What follows belongs to an exercise in optimizing a design on an open flow for small area, a short achievable clock period and few clock cycles per item; a production flow would make more cautious choices. Function was checked by simulation only, so behaviour that the tests miss may differ from the original.

==> cedar: inputs <==
==> flow/design.v (excerpt) <==
module ripemd160
(
    input  logic         clk,
    input  logic         rst,
    input  logic         valid_in,
    output logic         valid_out,
    input  logic [439:0] message,
    output logic [159:0] Hash_result
);
localparam logic [31:0] H0 = 32'h67452301;
localparam logic [31:0] H1 = 32'hefcdab89;
localparam logic [31:0] H2 = 32'h98badcfe;
localparam logic [31:0] H3 = 32'h10325476;
localparam logic [31:0] H4 = 32'hc3d2e1f0;
localparam logic [31:0] KL1 = 32'h5A827999, KL2 = 32'h6ED9EBA1, KL3 = 32'h8F1BBCDC, KL4 = 32'hA953FD4E;
localparam logic [31:0] KR0 = 32'h50A28BE6, KR1 = 32'h5C4DD124, KR2 = 32'h6D703EF3, KR3 = 32'h7A6D76E9;
localparam logic [31:0] CL0 = H1 ^ H2 ^ H3;
localparam logic [31:0] CR0 = (H1 ^ (H2 | ~H3)) + KR0;
function automatic logic [7:0] tt_next(input logic [7:0] t);
    case (t)
        8'd0: tt_next = 8'd0;
        8'd1: tt_next = 8'd0;
        8'd2: tt_next = 8'd150;
        8'd3: tt_next = 8'd45;
        8'd4: tt_next = 8'd150;
        8'd5: tt_next = 8'd45;
        8'd6: tt_next = 8'd150;
        8'd7: tt_next = 8'd45;
        8'd8: tt_next = 8'd150;
        8'd9: tt_next = 8'd45;
        8'd10: tt_next = 8'd150;
        8'd11: tt_next = 8'd45;
        8'd12: tt_next = 8'd150;
        8'd13: tt_next = 8'd45;
        8'd14: tt_next = 8'd150;
        8'd15: tt_next = 8'd45;
        8'd16: tt_next = 8'd150;
        8'd17: tt_next = 8'd45;
        8'd18: tt_next = 8'd150;
        8'd19: tt_next = 8'd45;
        8'd20: tt_next = 8'd150;
        8'd21: tt_next = 8'd45;
        8'd22: tt_next = 8'd150;
  ...
==> flow/config.mk <==
export PLATFORM = sky130hd
export DESIGN_NAME = ripemd160
export DESIGN_NICKNAME = ripemd160
export VERILOG_FILES = /design/flow/design.v
export SDC_FILE = /design/flow/constraint.sdc
export NUM_CORES = 8
export LEC_CHECK = 0
export CAP_MARGIN = 20
export CORE_MARGIN = 2
export CORE_UTILIZATION = 65
export CTS_CLUSTER_DIAMETER = 80
export CTS_CLUSTER_SIZE = 25
export SLEW_MARGIN = 20
==> flow/constraint.sdc <==
create_clock -name core_clock -period 14.0 [get_ports {clk}]
set_input_delay 2.8000 -clock core_clock [delete_from_list [all_inputs] [get_ports {clk}]]
set_output_delay 2.8000 -clock core_clock [all_outputs]
set_load 0.01 [all_outputs]
standard.sh (not shown) runs the stock make flow with config.mk's settings and CLKGATE_MAP_FILE= SYNTH_SCRIPT=/design/flow/synth_recipe.tcl, a recipe that flattens the netlist after the stock synthesis.
==> flow/flow/run.sh <==
#!/bin/bash
set -euo pipefail
cd "$(dirname "$0")/.."
export BUFFER_PORTS_ARGS="-buffer_cell sky130_fd_sc_hd__buf_1"
export SETUP_SLACK_MARGIN=10
bash ./standard.sh > standard.log 2>&1
==> ember (differences from cedar) <==
==> flow/run.sh (new file) <==
#!/bin/bash
# synth_recipe.tcl (not shown) runs the flow's synth.tcl, then flattens the netlist and writes it again
# the make line also repeats each setting of config.mk as NAME=value (left out here)
make -C /OpenROAD-flow-scripts/flow DESIGN_CONFIG=/design/flow/config.mk WORK_HOME=/design/flow/orfs CLKGATE_MAP_FILE= SYNTH_SCRIPT=/design/flow/synth_recipe.tcl finish
- CORE_UTILIZATION: 65 -> 60
- SLEW_MARGIN: 20 -> 70
removed: flow/flow/run.sh
removed: flow/standard.sh
==> amber (differences from cedar) <==
==> flow/run.sh (new file) <==
#!/bin/bash
# synth_recipe.tcl (not shown) runs the flow's synth.tcl, then flattens the netlist and writes it again
# the make line also repeats each setting of config.mk as NAME=value (left out here)
make -C /OpenROAD-flow-scripts/flow DESIGN_CONFIG=/design/flow/config.mk WORK_HOME=/design/flow/orfs CLKGATE_MAP_FILE= SYNTH_SCRIPT=/design/flow/synth_recipe.tcl finish
removed: flow/flow/run.sh
removed: flow/standard.sh
==> xenon (differences from cedar) <==
--- a/flow/design.v
+++ b/flow/design.v
@@ -1,31 +1,8 @@
-module rmd_add32 (
-    input  logic [31:0] a,
-    input  logic [31:0] b,
-    output logic [31:0] s
-);
-    logic [31:0] g [0:5];
-    logic [31:0] p [0:5];
-    assign g[0] = a & b;
-    assign p[0] = a ^ b;
-    for (genvar l = 0; l < 5; l++) begin : lvl
-        for (genvar i = 0; i < 32; i++) begin : bit_
-            if (((i >> l) & 1) == 1) begin : merge
-                localparam int J = ((i >> l) << l) - 1;
-                assign g[l+1][i] = g[l][i] | (p[l][i] & g[l][J]);
-                assign p[l+1][i] = p[l][i] & p[l][J];
-            end else begin : pass
-                assign g[l+1][i] = g[l][i];
-                assign p[l+1][i] = p[l][i];
-            end
-        end
-    end
-    assign s = p[0] ^ {g[5][30:0], 1'b0};
-endmodule
 module ripemd160
 (
     input  logic         clk,
     input  logic         rst,
     input  logic         valid_in,
     output logic         valid_out,
     input  logic [439:0] message,
     output logic [159:0] Hash_result
@@ -737,23 +714,33 @@
         4'd11:   k_of = H2;
         4'd12:   k_of = H3;
         4'd13:   k_of = H4;
         4'd14:   k_of = CL0;
         4'd15:   k_of = CR0;
         default: k_of = '0;
     endcase
 endfunction
-function automatic logic [31:0] pick_x(input logic [511:0] w, input logic ok, input logic [3:0] i);
-    logic [31:0] v;
+function automatic logic [31:0] add32(input logic [31:0] a, input logic [31:0] b);
+    logic [31:0] g, p, gn, pn;
     begin
-        v = '0;
-        for (int j = 0; j < 16; j++)
-            v = v | (w[32*j +: 32] & {32{ok && i == j}});
-        pick_x = v;
+        g = a & b;
+        p = a ^ b;
+        for (int l = 0; l < 5; l++) begin
+            gn = g;
+            pn = p;
+            for (int i = 0; i < 32; i++)
+                if (((i >> l) & 1) == 1) begin
+                    gn[i] = g[i] | (p[i] & g[((i >> l) << l) - 1]);
+                    pn[i] = p[i] & p[((i >> l) << l) - 1];
+                end
+            g = gn;
+            p = pn;
+        end
+        add32 = a ^ b ^ {g[30:0], 1'b0};
     end
 endfunction
 function automatic logic [31:0] bswap(input logic [31:0] x);
     bswap = {x[7:0], x[15:8], x[23:16], x[31:24]};
 endfunction
 logic [439:0] msg_q;
 logic         busy;
 logic         vout;
@@ -773,22 +760,23 @@
 logic [31:0]  AXs, AXc;              
 logic [31:0]  Sq;
 logic [31:0]  Fq, G0n, G1n, C0n, D0n;
 logic [511:0] xw;
 logic [31:0]  x, xn, an, k, s2, c2, S, R1, R, ea, T;
 wire accept = valid_in & ~busy;
 wire [7:0] n_next = busy ? n + 8'd1 : 8'd1;
 wire [7:0] n_idx  = busy ? n : 8'd0;
-for (genvar i = 0; i < 13; i++) begin : g_xw
-    assign xw[32*i +: 32] = bswap(msg_q[439-32*i -: 32]);
+always_comb begin
+    for (int i = 0; i < 13; i++)
+        xw[32*i +: 32] = bswap(msg_q[439-32*i -: 32]);
+    xw[32*13 +: 32] = {8'h80, msg_q[7:0], msg_q[15:8], msg_q[23:16]};
+    xw[32*14 +: 32] = 32'h000001b8;
+    xw[32*15 +: 32] = 32'h00000000;
 end
-assign xw[32*13 +: 32] = {8'h80, msg_q[7:0], msg_q[15:8], msg_q[23:16]};
-assign xw[32*14 +: 32] = 32'h000001b8;
-assign xw[32*15 +: 32] = 32'h00000000;
 always_ff @(posedge clk) begin
     if (!busy)
         msg_q <= message;
 end
 always_ff @(posedge clk) begin
     if (rst) begin
         busy <= 1'b0;
         vout <= 1'b0;
@@ -810,40 +798,48 @@
     az    <= n_next == 8'd162 || n_next == 8'd164;
     rhi   <= (busy && n >= 8'd161) ? 4'b0001 : 4'b0001 << sh[3:2];
     ein   <= ein_next(n_idx);
     kidx  <= kidx_next2(n_idx);
     init  <= !busy;                        
     first <= busy && (n == 8'd1 || n == 8'd2);
     unrot <= busy && n >= 8'd161;
 end
-assign s2 = Fq ^ AXs ^ AXc;
-assign c2 = {(Fq[30:0] & AXs[30:0]) | (Fq[30:0] & AXc[30:0]) | (AXs[30:0] & AXc[30:0]), 1'b0};
-rmd_add32 u_add_s (.a(s2), .b(c2), .s(S));
-assign sh  = shift_of(wq[6:4], wq[3:0]);
-assign rlo = (busy && n >= 8'd161) ? 4'b0001 : 4'b0001 << sh[1:0];
-assign R1  = ({32{rlo[0]}} & S) | ({32{rlo[1]}} & {S[30:0], S[31]})
-           | ({32{rlo[2]}} & {S[29:0], S[31:30]}) | ({32{rlo[3]}} & {S[28:0], S[31:29]});
-assign R  = ({32{rhi[0]}} & Sq) | ({32{rhi[1]}} & {Sq[27:0], Sq[31:28]})
-          | ({32{rhi[2]}} & {Sq[23:0], Sq[31:24]}) | ({32{rhi[3]}} & {Sq[19:0], Sq[31:20]});
-assign ea = ({32{ein[0]}} & E1) | ({32{ein[1]}} & B0);
-rmd_add32 u_add_t (.a(R), .b(ea), .s(T));
-assign xr  = n_next[7:5];
-assign xj  = n_next[0] ? n_next[4:1] + {n_next[1], 3'b101} : n_next[4:1];
-assign xin = rho_pow(xr, xj);
-assign x   = pick_x(xw, xok, xi) | ({32{xe}} & E0) | ({32{xd}} & D0);   
-assign xn  = busy ? x : bswap(message[439 -: 32]);           
-assign an  = (init || !busy) ? H0 : az ? '0 : E1;             
-assign k   = busy ? k_of(kidx) : CL0;                        
-assign C0n = (init || !busy) ? H2 : first ? H1 : B1;
-assign D0n = (init || !busy) ? H3 : unrot ? C1 : {C1[21:0], C1[31:22]};
-assign ttn = tt_next(n_idx);
-for (genvar i = 0; i < 32; i++) begin : g_lut
-    assign G1n[i] = ttn[{1'b1, C0n[i], D0n[i]}];
-    assign G0n[i] = ttn[{1'b0, C0n[i], D0n[i]}];
+always_comb begin
+    s2 = Fq ^ AXs ^ AXc;
+    c2 = {(Fq[30:0] & AXs[30:0]) | (Fq[30:0] & AXc[30:0]) | (AXs[30:0] & AXc[30:0]), 1'b0};
+    S = add32(s2, c2);
+    sh = shift_of(wq[6:4], wq[3:0]);
+    rlo = (busy && n >= 8'd161) ? 4'b0001 : 4'b0001 << sh[1:0];
+    R1 = ({32{rlo[0]}} & S) | ({32{rlo[1]}} & {S[30:0], S[31]})
+       | ({32{rlo[2]}} & {S[29:0], S[31:30]}) | ({32{rlo[3]}} & {S[28:0], S[31:29]});
+end
+always_comb begin
+    R  = ({32{rhi[0]}} & Sq) | ({32{rhi[1]}} & {Sq[27:0], Sq[31:28]})
+       | ({32{rhi[2]}} & {Sq[23:0], Sq[31:24]}) | ({32{rhi[3]}} & {Sq[19:0], Sq[31:20]});
+    ea = ({32{ein[0]}} & E1) | ({32{ein[1]}} & B0);
+    T = add32(R, ea);
+end
+always_comb begin
+    xr  = n_next[7:5];
+    xj  = n_next[0] ? n_next[4:1] + {n_next[1], 3'b101} : n_next[4:1];
+    xin = rho_pow(xr, xj);
+    x = ({32{xe}} & E0) | ({32{xd}} & D0);   
+    for (int i = 0; i < 16; i++)
+        x = x | (xw[32*i +: 32] & {32{xok && xi == i}});
+    xn = busy ? x : bswap(message[439 -: 32]);             
+    an = (init || !busy) ? H0 : az ? '0 : E1;               
+    k  = busy ? k_of(kidx) : CL0;                          
+    C0n = (init || !busy) ? H2 : first ? H1 : B1;
+    D0n = (init || !busy) ? H3 : unrot ? C1 : {C1[21:0], C1[31:22]};
+    ttn = tt_next(n_idx);
+    for (int i = 0; i < 32; i++) begin
+        G1n[i] = ttn[{1'b1, C0n[i], D0n[i]}];
+        G0n[i] = ttn[{1'b0, C0n[i], D0n[i]}];
+    end
 end
 always_ff @(posedge clk) begin
     Sq <= R1;
     AXs <= an ^ xn ^ k;
     AXc <= {(an[30:0] & xn[30:0]) | (an[30:0] & k[30:0]) | (xn[30:0] & k[30:0]), 1'b0};
     B1 <= B0;
     C1 <= C0;
     D1 <= D0;
==> results.cfg <==
[run_status]
status = no timing/DRC/antenna violations

[pwr]
switchingPower_mw = 2.90
peakVddDrop_mv = 0.138
clk-power_mw = 1.44

[route]
wl_met3_um = 19000

[worst_setup_path]
endpoint = Hash_result[142]
cpPeakStageDelay_ns = 0.40
arrival_ns = 1.21

[floorplanning]
start_util_pct = 65.7
die_area_um2 = 58800

[logic_synthesis]
synthAdderAreaFrac_pct = 6.94
# the run above: cedar

==> results.cfg <==
[worst_setup_path]
cpPeakStageDelay_ns = 0.61
endpoint = Hash_result[122]

[pwr]
clk-power_mw = 1.47
switchingPower_mw = 2.95
peakVddDrop_mv = 0.119

[floorplanning]
start_util_pct = 65.7

[run_status]
status = no timing/DRC/antenna violations

[logic_synthesis]
synthAdderAreaFrac_pct = 6.94
# the run above: amber

==> results.cfg <==
[route]
wl_met3_um = 19500

[logic_synthesis]
synthAdderAreaFrac_pct = 6.92
synth-xor-area-share_pct = 1.51
yosysUniqueCellTypes = 94

[floorplanning]
die_area_um2 = 58900
core-area_um2 = 56400
start_util_pct = 65.7

[pwr]
peakVddDrop_mv = 0.146
clk-power_mw = 1.49
switchingPower_mw = 2.87

[worst_setup_path]
critPathBufInv = 1
arrival_ns = 1.21
endpoint = Hash_result[147]
cpPeakStageDelay_ns = 0.40

[run_status]
status = no timing/DRC/antenna violations
# the run above: xenon

==> results.cfg <==
[route]
wl_met3_um = 18900

[worst_setup_path]
cpPeakStageDelay_ns = 0.60
cp.depth = 1
endpoint = Hash_result[104]

[pwr]
switchingPower_mw = 3.01
seq_power_share_pct = 42.5
clockPowerShare_pct = 19.0

[floorplanning]
start_util_pct = 61.0
die_area_um2 = 63600

[run_status]
status = no timing/DRC/antenna violations

[final_layout]
seq_area_um2 = 21600

[placed_design]
place_inst = 4250
# the run above: ember

Testbench counts of cedar, summed over its fixed seeds: cycles 42,504, hashes 256.
Testbench counts of ember, summed over its fixed seeds: cycles 42,504, hashes 256.
Testbench counts of amber, summed over its fixed seeds: cycles 42,504, hashes 256.
Testbench counts of xenon, summed over its fixed seeds: cycles 42,504, hashes 256.

==> separate check: timing with driven ports <==
The results above use ideal ports. As a check the final layouts listed here were re-extracted and re-timed, cells and wires unchanged.
Step 1 sets driving cells, clkbuf_16 on the clock port and buf_2 on the other inputs (assumed; they add their load-dependent delay and slew).
Step 2 adds t to the input delays and takes it off the output delays; t is the mean of the earliest and latest rising clock arrival at the registers after step 1. Input paths then give back, and output paths get back, about the clock's delay inside the block.
Slacks: ideal / step 1 / step 2; pairs: ideal / step 1.
run	t (ns)	slack for setup (ns)	latest minus earliest clock arrival (ns)	worst data-port slew with drivers (ns)
cedar	0.678	9.992 / 9.924 / 10.070	0.053 / 0.053	0.15
ember	0.706	9.431 / 9.363 / 9.794	0.069 / 0.069	0.16
amber	0.695	9.448 / 9.373 / 9.495	0.049 / 0.050	0.18
xenon	0.684	9.987 / 9.918 / 10.003	0.046 / 0.046	0.11
After both steps every run listed still meets setup and hold.
